This is an optimization exercise on Yosys and OpenROAD, whose aim is small area and a short achievable clock period, not a production implementation. RTL that was checked went through simulation tests only; none was proved equivalent to the original.

==> run Z <==
==> flow/design.v (excerpt) <==
module Subtractor(
    input clk,
    input rst,               
    input in_valid,
    input [1:0] sel,         
    input [15:0] a,
    input [15:0] b,
    output out_valid,
    output [3:0] LED,
    output [26:0] binary_out,
    output [55:0] seg
);
export LEC_CHECK = 0
export ABC_AREA = 1
export CAP_MARGIN = 20
export CORE_MARGIN = 2
export CORE_UTILIZATION = 60
export SLEW_MARGIN = 20
create_clock -name core_clock -period 33.0 [get_ports {clk}]
standard.sh (not shown) runs the stock make flow with config.mk's settings and CLKGATE_MAP_FILE= SYNTH_SCRIPT=/design/flow/synth_recipe.tcl, a recipe that flattens the netlist after the stock synthesis.
==> flow/flow/run.sh <==
#!/bin/bash
# Layout flow: the standard ORFS flow (standard.sh) with three changes:
#  - synthesis skips the generic ABC pass inside Yosys's synth (SYNTH_ARGS=-noabc), so
#    extract_fa sees the adder cells' XOR/majority logic as written;
#  - the technology-mapping ABC script (flow/abc_area.script) maps for a delay target
#    and then sizes cells for it, instead of sizing every path for minimum delay;
#  - port buffers use the small buffer given in flow/port_buffer.txt.
set -euo pipefail
W=$(pwd)
mkdir -p "$W/scripts_x"
for f in "$FLOW_HOME"/scripts/*; do ln -sfn "$f" "$W/scripts_x/"; done
rm -f "$W/scripts_x/abc_area.script"
cp "$W/flow/abc_area.script" "$W/scripts_x/abc_area.script"
PB=$(cat "$W/flow/port_buffer.txt")
bash standard.sh SCRIPTS_DIR="$W/scripts_x" SYNTH_ARGS=-noabc "BUFFER_PORTS_ARGS=-buffer_cell $PB" finish > "$W/make_finish.log" 2>&1
==> flow/flow/abc_area.script <==
strash
dch -f
map -D 5000
topo
stime -c
buffer -c
upsize -c -D 5000
dnsize -c -D 5000
==> flow/flow/port_buffer.txt <==
sky130_fd_sc_hd__buf_2
==> inputs of run C, as changes to run Z <==
--- a/flow/design.v
+++ b/flow/design.v
@@ -1126,35 +1126,35 @@
     R1 <= {tsum[26:16] & {11{mul}}, tsum[15:0]};    
     S1 <= S0;
 end
 wire [26:0] Rm = R1;
 reg [31:0] dd;
 integer i, k;
 always @(*) begin
     dd = 32'd0;
-    for (i = 26; i >= 11; i = i - 1) begin
+    for (i = 26; i >= 12; i = i - 1) begin
         for (k = 0; k < 8; k = k + 1) dd[4*k +: 4] = add3(dd[4*k +: 4]);
         dd = {dd[30:0], Rm[i]};
     end
 end
 reg [26:0] R2;
-reg [18:0] D2;                    
+reg [17:0] D2;                    
 reg [1:0] S2;
 reg v2;
 always @(posedge clk) begin
     v2 <= v1 & ~rst;
-    R2 <= Rm; S2 <= S1; D2 <= dd[18:0];
+    R2 <= Rm; S2 <= S1; D2 <= dd[17:0];
 end
 reg [31:0] de;
 reg blank;
 reg [55:0] sg;
 always @(*) begin
-    de = {13'd0, D2};
-    for (i = 10; i >= 0; i = i - 1) begin
+    de = {14'd0, D2};
+    for (i = 11; i >= 0; i = i - 1) begin
         for (k = 0; k < 8; k = k + 1) de[4*k +: 4] = add3(de[4*k +: 4]);
         de = {de[30:0], R2[i]};
     end
     blank = 1'b1;
     for (k = 7; k >= 0; k = k - 1) begin
         blank = blank & (de[4*k +: 4] == 4'd0);
         sg[7*k +: 7] = seg7(de[4*k +: 4], blank);
     end
- CTS_CLUSTER_DIAMETER: not set -> 100
- CTS_CLUSTER_SIZE: not set -> 30
==> inputs of run R, as changes to run Z <==
==> flow/run.sh (new file) <==
#!/bin/bash
# synth_recipe.tcl (not shown) runs the flow's synth.tcl, then flattens the netlist and writes it again
# the make line also repeats each setting of config.mk as NAME=value (left out here)
make -C /OpenROAD-flow-scripts/flow DESIGN_CONFIG=/design/flow/config.mk WORK_HOME=/design/flow/orfs CLKGATE_MAP_FILE= SYNTH_SCRIPT=/design/flow/synth_recipe.tcl finish
- CTS_CLUSTER_DIAMETER: not set -> 100
- CTS_CLUSTER_SIZE: not set -> 30
removed: flow/flow/run.sh
removed: flow/flow/abc_area.script
removed: flow/flow/port_buffer.txt
removed: flow/standard.sh
==> comparison <==
- Run C finished clean. Run Z completed without violations. Run R ran to the end with no violations.
- Of run C and run R, run R has the higher final cell count (gap 16%, measured against run R).
- Synthesized cell count, lowest first: run Z, run C, run R.
- Core utilization, lowest first: run C, run R, run Z.
- Against run R, the non-clock buffer count of run Z is higher by 1.
- Clock skew: run R > run C > run Z.
- Worst hold slack, highest first: run C, run Z, run R.
- Final area, highest first: run R, run C, run Z.
- Register-to-register slack: run R is lower than run Z (0.84 ns).
==> figures <==
item	run Z	run R	run C
Run status	timing/DRC/antenna clean	timing/DRC/antenna clean	timing/DRC/antenna clean
Post-synthesis compound-gate area fraction	0.177	0.122	0.190
Layout clock area frac	0.0448	0.0204	0.0315
Post-layout worst setup margin	25.45 ns	24.81 ns	25.51 ns
Mapped Area	16600 sq um	18600 sq um	17000 sq um
Via count	13800	16500	14500
Reg2Reg Launch Point	S0[0]	S0[1]	S0[0]
Classification of the worst setup path	reg2out	reg2reg	reg2out
Starting density of the core	0.613	0.609	0.611
Mean cell area of the mapped netlist	8.00 sq um	7.10 sq um	8.01 sq um
Layout-to-synthesis area ratio	1.104x	1.110x	1.089x
Levels on crit path	1	41	1
# fillers	2294	2646	2442
Detailed-routing iteration count for the pre-antenna-repair pass	7	5	5
Critical path launch point	bin_r[20]	S0[1]	bin_r[13]
Signal buffers	126	125	126
Final worst-path cycle share	0.229	0.248	0.227
Function not checked in run C: the RTL went through the layout flow alone.

-- port drivers added, routing unchanged --
No port has a modelled driver above. Below, the same layouts with a new extraction and two added sets of constraints.
Step 1 sets driving cells, clkbuf_16 on the clock port and buf_2 on the other inputs (assumed; they add their load-dependent delay and slew).
Step 2, shift: input delay + t, output delay - t, t = (earliest + latest rising clock arrival at the registers) / 2. This alone moves slack from input paths to output paths.
Three values: no drivers, after step 1, after step 2; two values: the first two.
| run | shift t [ns] | setup slack, ns | worst hold slack (ns) | latest minus earliest clock arrival (ns) | pins driven straight from the clock port |
|---|---|---|---|---|---|
| run Z | 0.548 | 25.450 / 25.399 / 25.653 | 0.324 / 0.324 / 0.324 | 0.011 / 0.011 | 1 |
| run C | 0.495 | 25.511 / 25.460 / 25.533 | 0.328 / 0.328 / 0.328 | 0.016 / 0.017 | 1 |
| run R | 0.538 | 24.812 / 24.812 / 24.812 | 0.301 / 0.301 / 0.301 | 0.038 / 0.038 | 1 |
After both steps setup and hold are still met in every run listed.
